From an optimization exercise on the open Yosys and OpenROAD flow, aimed at small area; shortcuts taken in it are not production practice.
Only simulation tests tie the RTL to the original design; equivalence was not proved.
Power and IR drop assume default switching activity.

==> flow/design.v <==
module adder_32b (a , b, cin, cout, sum);
  input [31:0] a, b;
  input cin;
  output cout;
  output [31:0] sum;
  assign {cout, sum} = a + b + cin;
endmodule
module alu (a, b, ctrl, y, zero);
  input [31:0] a, b;
  input [2:0] ctrl;
  output [31:0] y;
  output zero;
  assign y =  (ctrl == 3'b000) ? (a & b) :
              (ctrl == 3'b001) ? (a | b) : 
              (ctrl == 3'b010) ? (a + b) :
              (ctrl == 3'b110) ? (a - b) : ((a<b) ? 32'd1: 32'd0);
  assign zero = (y == 32'd0) ? 1'b1 : 1'b0;
endmodule
module alu_controller (alu_op, func, operation);
  input [1:0] alu_op;
  input [5:0] func;
  output [2:0] operation;
  reg [2:0] operation;
  always @(alu_op, func)
  begin
    operation = 3'b000;
    if (alu_op == 2'b00)         
      operation = 3'b010;
    else if (alu_op == 2'b01)    
      operation = 3'b110;
    else if (alu_op == 2'b11)    
      operation = 3'b111;        
    else
      begin
        case (func)
          6'b100000: operation = 3'b010;   
          6'b100011: operation = 3'b110;   
          6'b100100: operation = 3'b000;   
          6'b100101: operation = 3'b001;   
          6'b101010: operation = 3'b111;   
          default:   operation = 3'b000;
        endcase
      end
  end
endmodule
module controller ( opcode, func, zero, reg_dst, mem_to_reg, reg_write, 
                    alu_src, mem_read, mem_write, pc_src, operation, J, write_dst
                  );
    input [5:0] opcode;
    input [5:0] func;
    input zero;
    output  write_dst, mem_to_reg, reg_write, alu_src, 
            mem_read, mem_write, pc_src;
    reg     write_dst, mem_to_reg, reg_write, 
            alu_src, mem_read, mem_write; 
    output [2:0] operation;
    output [1:0]J, reg_dst;
    reg [1:0] alu_op, J, reg_dst;     
    reg branch;   
    alu_controller ALU_CTRL(alu_op, func, operation);
    always @(opcode)
    begin
      {reg_dst, alu_src, mem_to_reg, reg_write, mem_read, mem_write, branch, alu_op, J, write_dst} = 12'd0;
      case (opcode)
        6'b000000 : {reg_dst, reg_write, alu_op, write_dst} = 6'b011100;   
        6'b100011 : {alu_src, mem_to_reg, reg_write, mem_read} = 4'b1111; 
        6'b101011 : {alu_src, mem_write} = 2'b11;                                 
        6'b000100 : {branch, alu_op} = 3'b101; 
        6'b001001: {reg_write, alu_src} = 2'b11; 
	6'b000010: J= 2'b01;  
	6'b000110: J= 2'b10;  
	6'b000011:  {reg_dst, write_dst, reg_write, J} = 6'b101110;  
	6'b001010: {reg_write, alu_src, alu_op, mem_to_reg} = 5'b11110;   
      endcase
    end
    assign pc_src = branch & zero;
endmodule
module mux2to1_32b (i0, i1, sel, y);
  input [31:0] i0, i1;
  input sel;
  output [31:0] y;
  assign y = (sel==1'b1) ? i1 : i0;
endmodule
module mux3to1_32b (i0, i1, i2, sel, y);
  input [31:0] i0, i1, i2;
  input [1:0]sel;
  output [31:0] y;
  assign y = (sel==2'b00) ? i0 :
	     (sel==2'b01) ? i1 :
	     (sel==2'b10) ? i2 : 5'bx;
endmodule
module mux3to1_5b (i0, i1, i2, sel, y);
  input [4:0] i0, i1, i2;
  input [1:0]sel;
  output [4:0] y;
  assign y = (sel==2'b00) ? i0 :
	     (sel==2'b01) ? i1 :
	     (sel==2'b10) ? i2 : 5'bx;
endmodule
module reg_32b (d_in, sclr, ld, clk, d_out);
  input [31:0] d_in;
  input sclr, ld, clk;
  output [31:0] d_out;
  reg [31:0] d_out;
  always @(posedge clk)
  begin
    if (sclr==1'b1)
      d_out <= 32'd0;
    else if (ld)
      d_out <= d_in;
  end
endmodule
module reg_file (wr_data, rd_reg1, rd_reg2, wr_reg, reg_write, rst, clk, rd_data1, rd_data2);
  input [31:0] wr_data;
  input [4:0] rd_reg1, rd_reg2, wr_reg;
  input reg_write, rst, clk;
  output [31:0] rd_data1, rd_data2;
  reg [31:0] register_file [0:31];
  integer i;
  assign rd_data1 = (rd_reg1 == 5'b0) ? 32'd0 : register_file[rd_reg1];
  assign rd_data2 = (rd_reg2 == 5'b0) ? 32'd0 : register_file[rd_reg2];
  always @(posedge clk)
    if (rst == 1'b1)
      for (i=0; i<32 ; i=i+1 )
        register_file[i] <= 32'd0;
    else if (reg_write == 1'b1)
      if(wr_reg != 5'd0)
        register_file[wr_reg] <= wr_data;
endmodule
module shl2 (d_in, d_out);
  input [31:0] d_in;
  output [31:0] d_out;
  assign d_out = d_in << 2;
endmodule
module shl2_26 (d_in, d_out);
  input [25:0] d_in;
  output [27:0] d_out;
  assign d_out = d_in << 2;
endmodule
module sign_ext (d_in, d_out);
  input [15:0] d_in;
  output [31:0] d_out;
  assign d_out = {{16{d_in[15]}}, d_in};
endmodule
module datapath ( clk, rst, inst_adr, inst,
                  data_adr, data_out, data_in, 
                  reg_dst, mem_to_reg, alu_src, pc_src, alu_ctrl, reg_write,
                  zero, J, write_dst
                 );
  input  clk, rst;
  output [31:0] inst_adr;
  input  [31:0] inst;
  output [31:0] data_adr;
  output [31:0] data_out;
  input  [31:0] data_in;
  input  write_dst, mem_to_reg, alu_src, pc_src, reg_write;
  input  [2:0] alu_ctrl;
  input  [1:0] J;
  input  [1:0] reg_dst;
  output zero;
  wire [31:0] pc_out;
  wire [31:0] adder1_out;
  wire [31:0] read_data1, read_data2;
  wire [31:0] sgn_ext_out;
  wire [31:0] mux2_out;
  wire [31:0] alu_out;
  wire [31:0] adder2_out;
  wire [31:0] shl2_out;
  wire [31:0] mux3_out;
  wire [31:0] mux4_out;
  wire [31:0] mux33_out;
  wire [27:0] shift;
  wire [31:0] mux44_out;
  wire [4:0]  mux1_out;
  reg_32b PC(mux33_out, rst, 1'b1, clk, pc_out);
  adder_32b ADDER_1 (pc_out , 32'd4, 1'b0, , adder1_out);
  mux3to1_5b MUX_1(inst[20:16], inst[15:11], 5'b11111, reg_dst, mux1_out);
  mux2to1_32b MUX_11(mux4_out, adder1_out, write_dst, mux44_out);
  reg_file  RF(mux44_out, inst[25:21], inst[20:16], mux1_out, reg_write, rst, clk, read_data1, read_data2);
  sign_ext SGN_EXT(inst[15:0], sgn_ext_out);
  mux2to1_32b MUX_2(read_data2, sgn_ext_out, alu_src, mux2_out);
  alu ALU(read_data1, mux2_out, alu_ctrl, alu_out, zero);
  shl2 SHL2(sgn_ext_out, shl2_out);
  adder_32b ADDER_2(adder1_out, shl2_out, 1'b0, , adder2_out);
  mux2to1_32b MUX_3(adder1_out, adder2_out, pc_src, mux3_out);
  shl2_26 SHL22(inst[25:0],shift);
  mux3to1_32b MUX_33(mux3_out, {adder1_out[31:28],shift}, sgn_ext_out, J, mux33_out);
  mux2to1_32b MUX_4(alu_out, data_in, mem_to_reg, mux4_out);
  assign inst_adr = pc_out;
  assign data_adr = alu_out;
  assign data_out = read_data2;
endmodule
module mips_single_cycle (rst, clk, inst_adr, inst, data_adr, data_in, data_out, mem_read, mem_write);
  input rst, clk;
  output [31:0] inst_adr;
  input  [31:0] inst;
  output [31:0] data_adr;
  input  [31:0] data_in;
  output [31:0] data_out;
  output mem_read, mem_write;
  wire write_dst, mem_to_reg, alu_src, pc_src, reg_write, zero;
  wire [2:0] alu_ctrl;
  wire [1:0] reg_dst, J;
  datapath DP(  clk, rst, inst_adr, inst, data_adr, data_out, data_in, 
                reg_dst, mem_to_reg, alu_src, pc_src, alu_ctrl, reg_write, zero, J, write_dst
            );
  controller CU(  inst[31:26], inst[5:0], zero, reg_dst, mem_to_reg, reg_write, 
                  alu_src, mem_read, mem_write, pc_src, alu_ctrl, J, write_dst
                );
endmodule
==> flow/run.sh <==
#!/bin/bash
# synth_recipe.tcl (not shown) runs the flow's synth.tcl, then flattens the netlist and writes it again
# the make line also repeats each setting of config.mk as NAME=value (left out here)
make -C /OpenROAD-flow-scripts/flow DESIGN_CONFIG=/design/flow/config.mk WORK_HOME=/design/flow/orfs CLKGATE_MAP_FILE= SYNTH_SCRIPT=/design/flow/synth_recipe.tcl finish
==> flow/config.mk <==
export PLATFORM = sky130hd
export DESIGN_NAME = mips_single_cycle
export DESIGN_NICKNAME = mips_single_cycle
export VERILOG_FILES = /design/flow/design.v
export SDC_FILE = /design/flow/constraint.sdc
export NUM_CORES = 4
export LEC_CHECK = 0
export CAP_MARGIN = 20
export CORE_MARGIN = 2
export CORE_UTILIZATION = 40
export SETUP_SLACK_MARGIN = 0.15
export SLEW_MARGIN = 20
==> flow/constraint.sdc <==
create_clock -name core_clock -period 10.0 [get_ports {clk}]
set_input_delay 2.0000 -clock core_clock [delete_from_list [all_inputs] [get_ports {clk}]]
set_output_delay 2.0000 -clock core_clock [all_outputs]
set_load 0.01 [all_outputs]
==> results.json <==
{
  "status": "no timing/DRC/antenna violations",
  "seq_area_um2": 31400,
  "ys_ff_latch": 1056,
  "gp_congestion": 0.994,
  "rsz0062_at_grt": "true",
  "cts_hold_buf": 0,
  "cp_data_required_time_ps": 8000,
  "die_h_um": 397,
  "cpLargestDelayFamily": "compound AO/OA/AOI/OAI gates",
  "wl_mm": 238,
  "synth_area_um2": 61800,
  "vias": 46079,
  "multi_input_area_um2": 29000,
  "ir_worst_vdd_v": 0.000148,
  "cts_tree": "done",
  "first_global_vias": 45171,
  "setup_ws_ps": 285,
  "synthArstFlopShare": 0,
  "pre_cts_ws_ps": 82.7,
  "p_per_area_nw_per_um2": 179,
  "r2r-end": "DP.PC.d_out[29]$_SDFF_PP0_",
  "avgSynthCellArea_um2": 12.8,
  "cts.clk_slew.worst_paths_ps": 70,
  "min_period_ps": 9710,
  "arrival_ps": 7710,
  "crit_path_max_incr_delay_ps": 540,
  "drive_above_1_share": 0.251,
  "fp-row-count": 144,
  "min_to": "DP.PC.d_out[1]$_SDFFE_PP0N_",
  "io_pins": 164,
  "slowest_stage": "clkdlybuf4s50_1",
  "antenna_found_initial": 6,
  "overflow": 0,
  "grt_usage": 0.298,
  "clk_latency_ps": 730,
  "io_buffers": 163,
  "slew_headroom": 0.284,
  "drtIter0Drc": 7501,
  "maxCapViolCount": 0,
  "drc": 0,
  "final_net_count": 5155,
  "crit_chain": "buf_12, buf_12, buf_12, mux4_2, mux4_2, mux2i_1, nor2_1, mux2i_1, ha_1, a21oi_1, o21ai_0, a22oi_1, o211ai_1, nand2_1, a21oi_2, a2111oi_0, a32oi_1, buf_4, clkdlybuf4s50_1",
  "worstReg2RegStart": "DP.RF.register_file[15][2]$_SDFFCE_PN0P_",
  "final_cell_mix": "nor2_1 (1199), edfxtp_1 (1024), mux4_2 (640), buf_4 (252), nand2_1 (166)",
  "viasPerCell": 6.49,
  "htreeDepth": 3,
  "fin_skew_ps": 30.2,
  "synth_edf_count": 1024,
  "path_max_fanout": 57,
  "yosysTopAreaCellShare": 0.497,
  "layout_commonest_cell": "nor2_1",
  "ys_types": 85,
  "grt_pass1_wl_mm": 334,
  "cts_root_buf": "clkbuf_16",
  "fmax_ghz": 0.103,
  "r2r_slack_ps": 2960,
  "finalHoldViolCount": 0,
  "die_w_um": 397,
  "hold_path_class": "flop to flop",
  "setup_viol": 0,
  "path_buf_inv": 5,
  "dr.pass1.iters": 6,
  "cts_sinks": 1056,
  "yosysTopAreaCell": "edfxtp_1",
  "coreArea_um2": 154000,
  "yosys-top-cells-area": "edfxtp_1 (50%), mux4_2 (23%), nor2_1 (7.3%)",
  "tightest_slew_ps": 1070,
  "finalCritPeriodShare": 0.971,
  "hold_depth": 3,
  "r2r_cells": 20,
  "grt_max_degree": 61,
  "leakage_nw": 25.4,
  "whs_ps": 656,
  "yosysWarnings": 4,
  "slew_viol_final": 0,
  "initial_core_util": 0.402,
  "dieArea_um2": 158000,
  "cts_max_path_buffers": 3,
  "area_growth_pct": 15.0,
  "ys_seq_area_frac": 0.508,
  "total_power_mw": 12.7,
  "cts_buffers": 114,
  "critPathKind": "input pin to output port",
  "cp-start-kind": "input pin",
  "cp-end-kind": "output port",
  "antenna_left": 0,
  "fillers": 13515,
  "wl_per_cell_um": 33.4,
  "ys.flop_type": "edfxtp_1",
  "holdCritStartpoint": "DP.PC.d_out[1]$_SDFFE_PP0N_",
  "path_common_cell": "buf_12",
  "dp_hpwl_mm": 152,
  "netlist_instances": 4814,
  "tns_ps": 0
}
## metrics by stage
stage | utilization | instance area, µm² | std cells
after global placement | 0.438 | 67300 | 6885
final | 0.463 | 71100 | 7104
after global routing | 0.463 | 71100 | 7101
after CTS | 0.461 | 70800 | 7098
after floorplan | - | 61900 | 4845
after detailed placement | 0.438 | 67300 | 6885
## metal layers
layer	GRT usage	share of wire	vias to the layer above
met1	0.392	0.36	23454
met5	0	0.000055	-
met3	0.0668	0.13	613
met2	0.463	0.46	3418
li1	-	-	18592
met4	0.157	0.059	2
## worst max-delay path by stage
stage,start,to,slack (ps),cells past startpoint
after floorplan,inst[16],data_adr[30],910,18
after global placement,inst[16],data_adr[0],110,22
after detailed placement,inst[16],data_adr[0],80,22
after CTS,inst[16],data_adr[29],180,19
after global routing,inst[16],data_adr[29],100,21
final,inst[17],data_adr[29],290,19
## power breakdown
group          switching, mW  leakage [nW]  internal (mW)
registers             0.0804          10.8           5.00
logic                   2.33          12.9           1.19
clock network           1.86          1.74           2.28
## state kept, by name, indices dropped and copies added, names as in the netlist
signal               flops
DP.RF.register_file   1024
DP.PC.d_out             32
## synth_stat cells (all sizes together) (7+ instances only)
cell type / instances
o221a: 7
or2: 11
mux2i: 52
nor4: 20
dfxtp: 32
nand2b: 95
and3: 18
o21ai: 110
a311o: 10
a21oi: 163
a21o: 56
o21a: 9
xnor2: 39
o21bai: 17
a22oi: 17
or3: 8
o22ai: 14
clkbuf: 369
o31ai: 11
inv: 118
a221oi: 13
o211ai: 29
nor3: 41
edfxtp: 1024
a211oi: 28
nor2: 1201
nor2b: 13
nand2: 197
buf: 75
a31oi: 13
and2: 12
xor2: 21
o221ai: 23
nand3: 54
mux4: 640
a2111oi: 7
ha: 126
nand4: 22
nor3b: 8
## layout make-up
cell class                 instances  share of cell area
inverter                         120             0.00639
timing repair buffer             443              0.0585
antenna                            3            0.000106
tap                             2044              0.0360
multi-input combinational       3225               0.407
sequential                      1056               0.442
clock buffer                     135              0.0412
clock inverter                    78             0.00882
## cell families (layout without fill, tap and decap cells)
family / count (synthesis) / count (layout) / share of synthesized area
other: 1 / 35 / 0.0000607
adders and majority gates: 129 / 129 / 0.0265
xor gates and xnor gates: 60 / 60 / 0.00850
muxes: 693 / 693 / 0.242
and+or+nand+nor: 1723 / 1723 / 0.117
DFF: 1056 / 1056 / 0.508
buffers and inverters: 564 / 776 / 0.0347
AOI/OAI and AO/OA: 588 / 588 / 0.0637
## timing repair
item	4_1_cts	5_1_grt
resized for setup	1	45
gates cloned	0	1
buffers inserted	0	1
endpoints found under the setup margin	1	13
pin swaps	0	3
## worst register-to-register path: cells and delay by family, from the launching register on
kind                     cells  cell delay [ps]
AND/OR/NAND/NOR              8             2890
multiplexers                 4             1700
AO/OA/AOI/OAI                5             1300
flip-flops                   1              390
buffers and inverters        2              340
adder cells (fa/ha/maj)      1              290

## re-timing with driven ports
The results above use ideal ports. As a check the final layout listed here was re-extracted and re-timed, cells and wires unchanged.
Step 1: set_driving_cell puts a clkbuf_16 on clk and a buf_2 on each other input, an assumption about the parent block.
Step 2 also shifts input and output timing later by t, the mid clock arrival at the registers, as if the neighbouring blocks saw the same clock.
Three values: ideal ports, drivers, drivers and shift; two values: the first two.
t (ns): 0.805
setup slack, ns: 0.285 / 0.156 / 0.156
worst hold slack (ns): 0.656 / 0.656 / 0.656
clock arrival spread, ns: 0.030 / 0.031
After both steps this run still meets setup and hold. For this run, drivers alone change the setup slack by -0.129 ns; drivers and shift together by -0.129 ns.
